This is an optimization exercise on Yosys and OpenROAD, whose aim is small area, a short achievable clock period and few clock cycles, not a production implementation.
Only simulation tests tie the RTL to the original design; equivalence was not proved.

== indigo ==
==> flow/design.v (excerpt) <==
module fir_filter #(
    parameter DATA_WIDTH = 16,
    parameter TAPS = 16
)(
    input wire clk,
    input wire reset,
    input wire start_fir,
    input wire [1:0] filter_mode,
    input wire [TAPS*DATA_WIDTH-1:0] input_buffer,
    output reg signed [DATA_WIDTH-1:0] fir_output,
    output reg fir_done
);
Size in the first run: about 1,800 cells after synthesis, roughly 63 flip-flops, ~280 I/O pins, ~18,000 µm² of cells after synthesis.
export LEC_CHECK = 0
export CAP_MARGIN = 20
export CORE_MARGIN = 2
export CORE_UTILIZATION = 40
export GPL_TIMING_DRIVEN = 0
export PLACE_DENSITY = 0.6
export SETUP_SLACK_MARGIN = 4.6
export SLEW_MARGIN = 20
export SYNTH_HIERARCHICAL = 1
export SYNTH_MINIMUM_KEEP_SIZE = 0
create_clock -name core_clock -period 11.0 [get_ports {clk}]
standard.sh (not shown) runs the stock make flow with config.mk's settings and CLKGATE_MAP_FILE= SYNTH_SCRIPT=/design/flow/synth_recipe.tcl, a recipe that flattens the netlist after the stock synthesis.
==> flow/flow/run.sh <==
#!/bin/bash
# The standard layout (standard.sh) with smaller port buffers (buf_1).
set -uo pipefail
bash standard.sh "BUFFER_PORTS_ARGS=-buffer_cell sky130_fd_sc_hd__buf_1" finish > standard_make.log 2>&1
Having completed the whole flow, indigo delivered a layout that passed the timing, design-rule and antenna checks.
Testbench counts of indigo, summed over its fixed seeds: cycles 1,032.
Input changes introduced in maple (baseline for comparison: indigo):
- SETUP_SLACK_MARGIN now 3.5, was 4.6
==> comparison <==
- maple completed end to end with timing, DRC and antenna clean.
- Number of cells in the finished layout apart from fillers | maple below indigo
- maple against indigo: part of the cycle the worst path needs went up; clock buffer count went down; proportion of cell area occupied by registers went up.
Changes in zinc relative to maple:
- SETUP_SLACK_MARGIN changed from 3.5 to 4.0
Notes after the runs:
- Sort zinc and maple by routing usage on met2, descending, and maple comes first.
- Fraction of met3 tracks used by global routing in zinc vs maple: up 1.8 points
- zinc: worst hold slack after final layout 0.0040 ns below maple
- The final reports for zinc and maple show post-layout utilization of the core higher in the former.
- On zinc: first-pass iteration count of the detailed router is 1 higher than what maple gave.
- More vias were needed by zinc than by maple.
- Re die width: no difference whatsoever between zinc and maple.
- Going from maple to zinc, signed area change from the synthesized netlist to the final layout increased by 4.6 points relative to the old numbers; worst-case setup slack after placement increased by 0.11 ns relative to the old numbers.
The following lists how pepper was set up differently from zinc:
- swapping 0.6 for 0.65 in PLACE_DENSITY
- swapping 40 for 50 in CORE_UTILIZATION
==> comparison <==
Going from zinc to pepper, post-route minimum period rose by 0.15 ns, routed wire length rose by about 0.7%, final hold slack rose by 0.012 ns, count of clock buffers in the final design rose by 1.
Weighted congestion at the end of routability-driven global placement: pepper vs zinc up about 4%
pepper vs. zinc: non-clock buffer area fraction after layout was more or less identical; number of gates given a new drive strength after cts went down by 7; global-route wire length before repair went down by 2000 µm.
In the flow results for zinc and pepper, the detailed-route wire length on metal 1 is larger on pepper.
Every run in the comparison, zinc and pepper, completed the flow with a clean layout.


Another version of the RTL of fir_filter (not shown whole).
Size in the first run: about 63 flip-flops, ~17,000 µm² of cells after synthesis.
==> flow/design.v (excerpt) <==
module fir_filter #(
    parameter DATA_WIDTH = 16,
    parameter TAPS = 16
)(
    input wire clk,
    input wire reset,
    input wire start_fir,
    input wire [1:0] filter_mode,
    input wire [TAPS*DATA_WIDTH-1:0] input_buffer,
    output reg signed [DATA_WIDTH-1:0] fir_output,
    output reg fir_done
);
export LEC_CHECK = 0
export CAP_MARGIN = 20
export CORE_MARGIN = 2
export CORE_UTILIZATION = 40
export GPL_TIMING_DRIVEN = 1
export PLACE_DENSITY = 0.6
export SETUP_SLACK_MARGIN = 4.65
export SLEW_MARGIN = 20
export SYNTH_HIERARCHICAL = 1
export SYNTH_MINIMUM_KEEP_SIZE = 0
create_clock -name core_clock -period 11.0 [get_ports {clk}]
Scripts as last shown in full above: flow/flow/run.sh
Testbench counts at the start, summed over its fixed seeds: cycles 1,032.
==> next run, changes <==
- SETUP_SLACK_MARGIN: 4.65 -> 4.4
Setup slack degrades by 130 ps; first-iteration DRC count grows by a few percent; worst hold slack degrades by 8.8 ps; core utilization goes down by 4.4 points; wire length falls by a few percent; global-route usage decreases by 0.94 points.

-- separate check: timing with driven ports --
The flow's constraints put no driver on any port. The routed layouts listed below were extracted and timed again, unchanged, in two steps.
Step 1 (the two cells are an assumption about what drives the block):
set clk [get_ports {clk}]
set_driving_cell -lib_cell sky130_fd_sc_hd__clkbuf_16 $clk
set_driving_cell -lib_cell sky130_fd_sc_hd__buf_2 [delete_from_list [all_inputs] $clk]
Step 2 times the ports against the registers' clock, not the clock port: input delays grow and output delays shrink by t, the midpoint of the rising clock arrivals with the driver on.
a / b / c = ideal ports / drivers / drivers and shift; a / b = the first two.
| run | shift t [ns] | slack for setup (ns) | worst setup path at the end | latest minus earliest clock arrival (ns) |
|---|---|---|---|---|
| indigo | 0.373 | 4.135 / 4.120 / 3.747 | input to register | 0.007 / 0.007 |
| maple | 0.376 | 3.568 / 3.588 / 3.212 | input to register | 0.010 / 0.010 |
| zinc | 0.380 | 4.059 / 4.063 / 3.683 | input to register | 0.012 / 0.011 |
| pepper | 0.373 | 3.908 / 3.904 / 3.531 | input to register | 0.007 / 0.006 |
| the first run of note 2 | 0.374 | 4.643 / 4.670 / 4.296 | input to register | 0.013 / 0.013 |
| the second run of note 2 | 0.385 | 4.512 / 4.534 / 4.149 | input to register | 0.006 / 0.005 |
After both steps every run listed still meets setup and hold. The setup slack of indigo, which loses most, moves by -0.015 ns with the drivers and by -0.388 ns with both steps.
